Source: an optimization exercise on an open RTL-to-GDS flow (aim: small area, a short achievable clock period and few clock cycles per item). Production flows keep margins and buffers that such runs may drop.
No run shown here included a check of the RTL's function; only the layout flow was run.
No activity file was given, so power comes from the tool's default toggle rates.

**design/flow/design.v**
```verilog
module UT_TOP (
    clk,
    rst_n,
    in_valid,
    in_time,
    out_valid,
    out_display,
    out_day
);
input        clk, rst_n, in_valid;
input [30:0] in_time;
output reg       out_valid;
output reg [3:0] out_display;
output reg [2:0] out_day;
reg [9:0]  R;      
reg [22:0] L;      
reg [10:0] R2;     
reg [7:0]  B;      
reg [3:0]  C2;     
reg [2:0]  W;      
reg        y20;    
reg        jf;     
reg        busy;
reg [4:0]  k;      
wire main_ph  = (k <= 5'd8);
wire date_ph  = (k <= 5'd9);
wire mon_ph   = (k == 5'd10) || (k == 5'd11);
wire eng_en   = busy && (k <= 5'd14);
wire div2_en  = busy && (k <= 5'd11);
wire hr0 = (k == 5'd9) || (k == 5'd10) || (k == 5'd11);
wire hr1 = (k == 5'd9) || (k == 5'd10);
function [11:0] step;    
    input [10:0] t;
    input [1:0]  m;      
    begin
        case (m)
            2'd0: step = (t >= 11'd675) ? {1'b1, t - 11'd675} : {1'b0, t};
            2'd1: step = (t >= 11'd900) ? {1'b1, t - 11'd900} : {1'b0, t};
            default: step = (t >= 11'd960) ? {1'b1, t - 11'd960} : {1'b0, t};
        endcase
    end
endfunction
wire [1:0] m0 = main_ph ? 2'd0 : hr0 ? 2'd1 : 2'd2;
wire [1:0] m1 = main_ph ? 2'd0 : hr1 ? 2'd1 : 2'd2;
wire [11:0] s0 = step({R, L[22]}, m0);
wire [9:0]  r1 = s0[9:0];
wire [21:0] l1 = L[21:0];
wire [11:0] s1 = step({r1, l1[21]}, m1);
wire        q0 = s0[11];
wire        q1 = s1[11];
function [11:0] step2;   
    input [11:0] t;
    input        mon;
    begin
        if (mon) step2 = (t >= 12'd1958) ? {1'b1, t[10:0] - 11'd1958} : {1'b0, t[10:0]};
        else     step2 = (t >= 12'd1461) ? {1'b1, t[10:0] - 11'd1461} : {1'b0, t[10:0]};
    end
endfunction
wire [10:0] r2i = (k == 5'd10) ? {R2[10:2], 2'b01} : R2;
wire        b0  = main_ph ? q0 : (k == 5'd9) || (k == 5'd10);
wire        b1  = main_ph ? q1 : (k == 5'd9);
wire [11:0] u0  = step2({r2i, b0}, mon_ph);
wire [11:0] u1  = step2({u0[10:0], b1}, mon_ph);
function [5:0] dbl_lo;   
    input [3:0] d;
    input       q;
    integer i, j;
    reg [1:0] c;
    reg [3:0] o;
    begin
        dbl_lo = 6'd0;
        for (i = 0; i < 10; i = i + 1)
            for (j = 0; j < 2; j = j + 1) begin
                c = (2 * i + j + 4) / 10;
                o = (2 * i + j + 4) % 10;
                if (d == i && q == j) dbl_lo = {c, o};
            end
    end
endfunction
function [3:0] dbl_hi;
    input [3:0] d;
    input [1:0] c;
    integer i, j;
    begin
        dbl_hi = 4'd0;
        for (i = 0; i < 10; i = i + 1)
            for (j = 0; j < 3; j = j + 1)
                if (d == i && c == j)
                    dbl_hi = ((2 * i + j) % 10) & 15;
    end
endfunction
wire [5:0] bl0 = dbl_lo(B[3:0], u0[11]);
wire [3:0] bh0 = dbl_hi(B[7:4], bl0[5:4]);
wire [5:0] bl1 = dbl_lo(bl0[3:0], u1[11]);
wire [3:0] bh1 = dbl_hi(bh0, bl1[5:4]);
function [2:0] mod7x2;   
    input [2:0] w;
    input       b;
    integer i, j;
    begin
        mod7x2 = 3'd0;
        for (i = 0; i < 7; i = i + 1)
            for (j = 0; j < 2; j = j + 1)
                if (w == i && b == j) mod7x2 = ((2 * i + j) % 7) & 7;
    end
endfunction
wire [2:0] w2 = mod7x2(mod7x2(W, q0), q1);
always @(posedge clk) begin
    if (in_valid) begin
        R  <= {2'b00, in_time[30:23]};
        L  <= in_time[22:0];
        R2 <= 11'd1304;
        B  <= 8'h96;
        W  <= 3'd0;
    end else begin
        if (eng_en) begin
            R <= s1[9:0];
            L <= {l1[20:0], q0, q1};
        end
        if (div2_en) R2 <= u1[10:0];
        if (busy && main_ph) W <= w2;
        if (busy && date_ph) B <= {bh1, bl1[3:0]};
        if (busy && mon_ph)  C2 <= {C2[1:0], u0[11], u1[11]};
        if (busy && k == 5'd1) y20 <= ({R, L} >= 33'd946684800);
        if (busy && k == 5'd10) jf <= (R2 >= 11'd1224);
    end
end
always @(posedge clk or negedge rst_n) begin
    if (!rst_n) begin
        busy <= 1'b0;
        k    <= 5'd0;
    end else if (in_valid) begin
        busy <= 1'b1;
        k    <= 5'd1;
    end else if (busy) begin
        k    <= k + 5'd1;
        if (k == 5'd21) busy <= 1'b0;
    end
end
wire       jfc = (k == 5'd10) ? (R2 >= 11'd1224) : jf;
wire       yc  = jfc && (B[3:0] == 4'd9);
wire [3:0] yt  = yc ? ((B[7:4] == 4'd9) ? 4'd0 : B[7:4] + 4'd1) : B[7:4];
wire [3:0] yo  = yc ? 4'd0 : B[3:0] + jfc;
function [3:0] mtab;     
    input [3:0] m;
    integer i;
    begin
        mtab = 4'd0;
        for (i = 0; i < 12; i = i + 1)
            if (m == i) mtab = (i < 10 ? i + 3 : i - 9) & 15;
    end
endfunction
wire [4:0] dom  = R2[10:6] + 5'd1;
wire [4:0] hour = L[11:7];
wire [5:0] mnt  = L[6:1];
reg [5:0] fld;
always @(*) begin
    case (k)
        5'd12, 5'd13: fld = {2'd0, mtab(C2)};
        5'd14, 5'd15: fld = {1'd0, dom};
        5'd16, 5'd17: fld = {1'd0, hour};
        5'd18, 5'd19: fld = mnt;
        default:      fld = {1'd0, R[9:5]};    
    endcase
end
function [6:0] bcd;      
    input [5:0] x;
    integer i;
    reg [2:0] tn;
    reg [3:0] on;
    begin
        bcd = 7'd0;
        for (i = 0; i < 64; i = i + 1) begin
            tn = i / 10;
            on = i % 10;
            if (x == i) bcd = {tn, on};
        end
    end
endfunction
wire [6:0] fb = bcd(fld);
wire       s30 = (k == 5'd20) && L[0];
wire [2:0] ft = s30 ? fb[6:4] + 3'd3 : fb[6:4];
reg [3:0] digit;
always @(*) begin
    case (k)
        5'd8:    digit = y20 ? 4'd2 : 4'd1;
        5'd9:    digit = y20 ? 4'd0 : 4'd9;
        5'd10:   digit = yt;
        5'd11:   digit = yo;
        default: digit = k[0] ? fb[3:0] : {1'b0, ft};
    endcase
end
wire [2:0] wd   = (k == 5'd8) ? w2 : W;
wire [2:0] wday = (wd >= 3'd3) ? wd - 3'd3 : wd + 3'd4;
wire outing = busy && !in_valid && (k >= 5'd8);
always @(posedge clk or negedge rst_n) begin
    if (!rst_n) begin
        out_valid   <= 1'b0;
        out_display <= 4'd0;
        out_day     <= 3'd0;
    end else if (outing) begin
        out_valid   <= 1'b1;
        out_display <= digit;
        out_day     <= wday;
    end else begin
        out_valid   <= 1'b0;
        out_display <= 4'd0;
        out_day     <= 3'd0;
    end
end
endmodule
```
**design/flow/run.sh**
```bash
#!/bin/bash
# synth_recipe.tcl (not shown) runs the flow's synth.tcl, then flattens the netlist and writes it again
# the make line also repeats each setting of config.mk as NAME=value (left out here)
make -C /OpenROAD-flow-scripts/flow DESIGN_CONFIG=/design/flow/config.mk WORK_HOME=/design/flow/orfs CLKGATE_MAP_FILE= SYNTH_SCRIPT=/design/flow/synth_recipe.tcl finish
```
**design/flow/config.mk**
```make
export PLATFORM = sky130hd
export DESIGN_NAME = UT_TOP
export DESIGN_NICKNAME = UT_TOP
export VERILOG_FILES = /design/flow/design.v
export SDC_FILE = /design/flow/constraint.sdc
export NUM_CORES = 4
export LEC_CHECK = 0
export ABC_AREA = 1
export CAP_MARGIN = 20
export CORE_MARGIN = 2
export CORE_UTILIZATION = 40
export SLEW_MARGIN = 20
```
**design/flow/constraint.sdc**
```tcl
create_clock -name core_clock -period 15.0 [get_ports {clk}]
set_input_delay 3.0000 -clock core_clock [delete_from_list [all_inputs] [get_ports {clk}]]
set_output_delay 3.0000 -clock core_clock [all_outputs]
set_load 0.01 [all_outputs]
```
==> notes.md, run 1 <==
Worst Max-Slew Pin Slew 0.7912 ns; antenna violations before repair 0; largest net degree at the start of global routing 71; peak supply drop about 110 uV; Pleak about 5.0 nW; Die W roughly 160 um; asr flop ratio synth 18.67%; RSZ-0062 raised after global routing no; Ys Warns 1; TritonCTS clock tree built; Slowest-stage cell, CP dfrtp_1; Synth Cell Area roughly 0.0092 sq mm; mux share of post-synthesis cell area 0%; R2R depth 26; total gr overflow 0; r2r setup slk between 10 and 15 ns; DRC viols 0; Avg WL per Cell between 15 and 20 um; CP Capture Type register; die area 0.02433 sq mm; core area between 0.02 and 0.025 sq mm; minimum clock period approximately 5 ns; post-synthesis cell type count 63; critical path peak fanout 34; Final Hold Vio Count 0; most frequent CP cell nand2_1; Largest stage delay, worst path ~0.46 ns; Worst-Skew Late Latency between 0.3 and 0.4 ns; Final Wtd Congestion between 0.9 and 1; RR Startpoint k[0]; Post-Syn Nets around 1600; Core Rows 55; Pwr Total 2.449 mW; CP Class register to register; clock slew at the register clock pins of the worst setup and hold paths approximately 0.07 ns; Worst Setup SP k[0]; Power Density about 240 mW/mm^2; HP Class register to register; clk buf depth 2; final setup TNS 0 ns; RR Endpoint R2[0]; ANT nets after route 0; fin nets 1619; Yosys reg bits 75; clk sinks 75; final WL between 20 and 30 mm; DR vias/cell approximately 5.5; highest clock rate slightly above 200 MHz; outcome complete, no violations; simple-gate portion of the synthesized area between 40% and 50%; sequential fraction of the synthesis area between 20% and 30%; Post-synth top flop edfxtp_1; all-layer global routing usage between 20 and 25%; port bufs between 40 and 50; Data arrival, critical path between 5 and 6 ns; dpl hpwl roughly 23 mm; final setup violation count 0; area grow syn2layout 9.859%; max_slew headroom between 40% and 50%; vias in the first global route ~9300; Req. time, crit path approximately 15 ns; drt pass-1 iters 5; final slew viol count 0; post-synthesis adder-cell area fraction 4.605%; Synth Instances ~1500; routed vias ~10000; I/O pins 42; Post-CTS Setup Bufs 0; # H-tree levels 3; ANT cells 0; CP Launch Type register; syn_area_per_cell ~6.0 sq um; post-synthesis compound-gate area fraction about 16%; Tcrit/Tclk final roughly a third; cts hold-fix bufs 0; largest family of logic cells by synthesized area simple AND/OR/NAND/NOR gates; Post-Synth XOR/XNOR Area 2.356%; Worst Skew approximately 0.014 ns; Starting Density 40.81%; die height roughly 160 um; first-pass GRT wire length about 47 mm; starting DRC count in detailed routing 716; Max Cap Viol 0; layout cells sized above 1 ~8.6%; CTS resizes 0; commonest non-fill, non-tap cell in the layout nand2_1; Post-synth EDFFs 37; most frequent cells in the layout nand2_1 (458), inv_1 (189), nor2_1 (154); Root Buffer clkbuf_16; worst setup path end R2[0]; CTS buffer count 9
sequential cells by signal (all words and copies together) (netlist names), 3 cells and up:
register     flops
R2              11
R               10
out_display      4
out_day          3
W                3
C2               4
L               23
B                8
k                5
kinds of logic after synthesis:
logic type	count (synthesis)
xor+xnor	24
flops	75
buf+inv	252
simple gates	894
fa+ha+maj	34
compound gates	252
cells in the mapped netlist (all sizes together), types with 7 or more instances:
cell	instances	share of area (%)
xor2	21	2.1
nor3	32	1.7
edfxtp	37	12
a21oi	76	4.6
clkbuf	16	0.68
nand4	46	3.3
dfrtp	14	3.8
nand2	497	22
dfxtp	24	5.2
a211oi	7	0.57
ha	34	4.6
nand3	123	7.9
inv	213	8.7
nor4	8	0.54
o211ai	14	1.1
buf	18	1.3
o21ai	104	6.0
a31oi	10	0.68
o22ai	11	0.74
nor2	172	8.3
critical path, delay by kind of cell, from the launching register on:
family,cells,cell delay [ns]
adder cells (fa/ha/maj),3,0.81
AO/OA/AOI/OAI,3,0.59
AND/OR/NAND/NOR,16,2.66
flip-flops,1,0.46
buffers and inverters,4,0.34
where the power goes:
part           internal [mW]  switching, mW
clock network          0.132         0.0987
logic                  0.583           1.27
registers              0.278         0.0902
layer usage:
metal,share of wire (%),track usage (%),routed length (um),up-vias
li1,-,-,-,5091
met1,45,31.89,13100,4598
met2,47,40.67,13670,296
met3,5.5,2.833,1617,56
met4,2.8,8.170,819,0
met5,0,0,0,-
cell type report:
cell class,instances,area (sq um)
multi-input cells,1204,6299
fillers,2396,12490
inverters,218,824.5
well taps,285,356.6
repair buffers,43,420.4
flip-flops and latches,75,1942
clock inverters,7,82.58
clock buffers,9,225.2
worst min path at each step:
stage / slack, ns / cells past startpoint / start / end
after global placement: 0.47 / 0 / C2[0] / C2[2]
after global routing: 0.52 / 0 / C2[0] / C2[2]
after detailed placement: 0.49 / 0 / C2[0] / C2[2]
after CTS: 0.50 / 0 / C2[0] / C2[2]
final: 0.50 / 0 / C2[0] / C2[2]
after floorplan: 0.45 / 0 / C2[0] / C2[2]
metrics by stage:
stage	setup WS (ns)	cell area (sq um)	util, %	std cells	hold WS [ns]
4_1_cts	10.05	10140	44.80	1841	0.5020
5_1_grt	9.618	10150	44.83	1841	0.5234
6_report	10.03	10150	44.83	1841	0.5021
2_1_floorplan	10.41	9239	-	1531	0.4517
3_5_place_dp	9.674	9836	43.44	1825	0.4855
3_3_place_gp	9.722	9836	43.44	1825	0.4733
==> run 2, diff against run 1 <==
--- a/design/flow/config.mk
+++ b/design/flow/config.mk
@@ -7,3 +7,2 @@
 export LEC_CHECK = 0
-export ABC_AREA = 1
 export CAP_MARGIN = 20
==> run 2 against run 1 <==
Still clean. Core utilization is 0.13 points lower. Total power is 12% lower. Wire length is 18% lower. Non-clock buffer count is 4 higher. Combinational power is about 20% lower. Sequential share of layout area is 2.5 points higher. Synthesized cell count is 34% lower. Critical path depth is 2 lower. Count of clock-buffer cells in the layout stayed put. Maximum frequency is 23% lower. Worst hold slack better by 0.081 ns. Synthesized area is 12% lower. Largest power group unchanged. Highest routed layer unchanged.
==> notes.md, run 2 <==
outcome complete, no violations; die height between 100 and 150 um; CP Capture Type register; Int Pwr roughly 1.0 mW; r2r setup slk 8.55 ns; Starting Density 40.42%; dpl hpwl roughly 18 mm; Final Hold Vio Count 0; Post-Syn Nets 1082; CTS resizes 0; Slowest-stage cell, CP o31ai_2; Data arrival, critical path around 6.7 ns; starting DRC count in detailed routing 716; final design utilization between 40% and 50%; clock slew at the register clock pins of the worst setup and hold paths roughly 0.07 ns; clk sinks 75; Synth top area share between 10% and 20%; Max Cap Viol 0; max_slew headroom between 30% and 40%; max FFs per register 23; clk buf depth 2; Largest Register L; design area 0.008957 sq mm; drt pass-1 iters 5; Top Registers L x23, R2 x11, R x10; DRC viols 0; Die W around 150 um; most frequent cells in the layout nand2_1 (92), nor2_1 (89), a21oi_1 (72); die area roughly 0.021 sq mm; RSZ-0062 raised after global routing no; Pleak ~3.4 nW; # H-tree levels 3; final setup violation count 0; Avg WL per Cell 18.51 um; CP Class register to register; highest clock rate roughly 160 MHz; post-synthesis cell type count roughly 110; Core Rows 52; commonest non-fill, non-tap cell in the layout nand2_1; Worst Skew a little over 0.01 ns; DR vias/cell approximately 6.1; Worst Max-Slew Pin Slew between 1 and 1.5 ns; sequential fraction of the synthesis area approximately a quarter; CP cell instances inv_1 -> ha_1 -> and2_1 -> a31oi_2 -> a211oi_2 -> a22oi_1 -> xnor2_1 -> inv_1 -> ha_1 -> nand2_1 -> nor3_1 -> nor4b_2 -> o31ai_2 -> o22ai_2 -> o2111a_1 -> a31oi_1 -> a41oi_1 -> or2_1 -> ha_1 -> ha_1 -> inv_1 -> o2111ai_2 -> nor4b_1 -> a31o_1; Worst Setup SP R[1]; final WL 23.90 mm; worst hold start L[13]; net switching power 1.113 mW; # fillers 2057; RR Startpoint R[1]; critical path peak fanout 12; Post-synth EDFFs 37; Logic pwr share between 60% and 70%; routed vias about 7900; Power Density 239.7 mW/mm^2; Post-CTS Setup Bufs 0; worst hold endpoint L[15]; count leader, synth nand2_1; area grow syn2layout 10.60%; antenna violations before repair 0; final setup TNS 0 ns; Req. time, crit path between 15 and 20 ns; Tcrit/Tclk final a little over two fifths; Root Buffer clkbuf_16; Final Wtd Congestion ~0.95; TritonCTS clock tree built; HP Class register to register; Synth Cell Area a little over 0.008 sq mm; layout cells sized above 1 between 10% and 20%; Synth Instances 1014; cts hold-fix bufs 0; Post-synth top flop edfxtp_1; Placed Area 0.008631 sq mm; largest net degree at the start of global routing just over 40; peak supply drop roughly 100 uV; ANT nets after route 0; syn_area_per_cell around 8.0 sq um; most frequent CP cell ha_1; CP Launch Type register; Net Sw Frac about half; port bufs 41; Largest stage delay, worst path 0.73 ns; worst hold stages 1; Fin Hold WS roughly 0.6 ns; Ys Warns 1; RR Endpoint out_day[0]; Yosys reg bits 75; minimum clock period roughly 6.4 ns; vias in the first global route ~7400; final slew viol count 0; all-layer global routing usage between 20% and 30%; R2R depth 24; CTS buffer count 9; I/O pins 42; Synth area leaders edfxtp_1 (14%), dfxtp_1 (5.9%), ha_1 (5.3%); core area 0.02004 sq mm; area leader, netlist edfxtp_1; Post-synth top cells nand2_1 (92), nor2_1 (89), a21oi_1 (72); Worst-Skew Late Latency 0.35 ns; total gr overflow 0; fin nets 1083; sequential power share between 15 and 20%; clock power share 11.5%; first-pass GRT wire length about 39 mm; asr flop ratio synth roughly a fifth
[run 2: through the flow]
| stage | cells | total power, mW | worst slack, ns |
|---|---|---|---|
| after floorplan | 1014 | 1.562 | 9.624 |
| after global placement | 1274 | 1.871 | 8.877 |
| after detailed placement | 1274 | 1.874 | 8.681 |
| after CTS | 1290 | 2.132 | 8.633 |
| after global routing | 1290 | 2.340 | 7.917 |
| final | 1291 | 2.147 | 8.551 |
[run 2: kinds of logic (layout without fill, tap and decap cells)]
kind of cell	count (synthesis)	in the layout	synth area share [%]
simple gates	363	363	22.99
fa+ha+maj	35	35	5.376
buf+inv	101	107	5.206
other cells	0	1	0
compound gates	346	346	31.01
xor+xnor	49	49	5.484
mux	45	45	5.963
flops	75	75	23.98
[run 2: power by group through the flow]
stage / combinational [mW] / sequential [mW] / clock [mW]
final: 1.48 / 0.416 / 0.248
after global routing: 1.65 / 0.428 / 0.258
after detailed placement: 1.46 / 0.416 / 0
after floorplan: 1.24 / 0.320 / 0
after global placement: 1.45 / 0.417 / 0
after CTS: 1.47 / 0.413 / 0.251
[run 2: cell type report]
class                           instances  area, sq um  share of cell area [%]
Sequential cell                        75         1942                   21.68
Timing Repair Buffer                   47        450.4                   5.029
Multi-Input combinational cell        838         5736                   64.03
Antenna cell                            1        2.502                 0.02794
Clock inverter                          7        98.84                   1.104
Inverter                               44        165.2                   1.844
Clock buffer                            9        225.2                   2.514
Tap cell                              270        337.8                   3.771
[run 2: metal layers]
layer	routed length, um	global-route usage [%]	up-vias
met5	0	0	-
met4	1064	11.36	0
met3	1220	3.406	52
met2	10960	35.83	271
met1	10660	29.07	3776
li1	-	-	3835
[run 2: how the worst max path moves through the flow]
| stage | endpoint |
|---|---|
| after detailed placement | out_day[0] |
| after floorplan | R2[6] |
| final | out_day[0] |
| after global placement | out_day[0] |
| after CTS | out_day[0] |
| after global routing | out_day[0] |
[run 2: critical path: cells and delay by family, from the launching register on]
family	cells	cell delay, ns
flip-flops	1	0.47
AND/OR/NAND/NOR	6	1.14
buffers and inverters	3	0.44
AO/OA/AOI/OAI	10	3.10
adder cells (fa/ha/maj)	4	0.81
XOR/XNOR	1	0.36

-- separate check: timing with driven ports --
The flow's constraints put no driver on any port. The routed layouts listed below were extracted and timed again, unchanged, in two steps.
Step 1: set_driving_cell puts a clkbuf_16 on clk and a buf_2 on each other input, an assumption about the parent block.
Step 2 times the ports against the registers' clock, not the clock port: input delays grow and output delays shrink by t, the midpoint of the rising clock arrivals with the driver on.
Slacks: no drivers / after step 1 / after step 2; pairs: no drivers / after step 1.
run	t, ns	slack for setup (ns)	worst setup path at the end	worst slew at a driven data input, ns	pins driven straight from the clock port
run 1	0.394	10.027 / 10.027 / 9.664	input to register	0.03	1
run 2	0.389	8.551 / 8.551 / 8.551	register to register	0.04	1
After both steps every run listed still meets setup and hold. The setup slack of run 1, which loses most, moves by 0.000 ns with the drivers and by -0.363 ns with both steps.
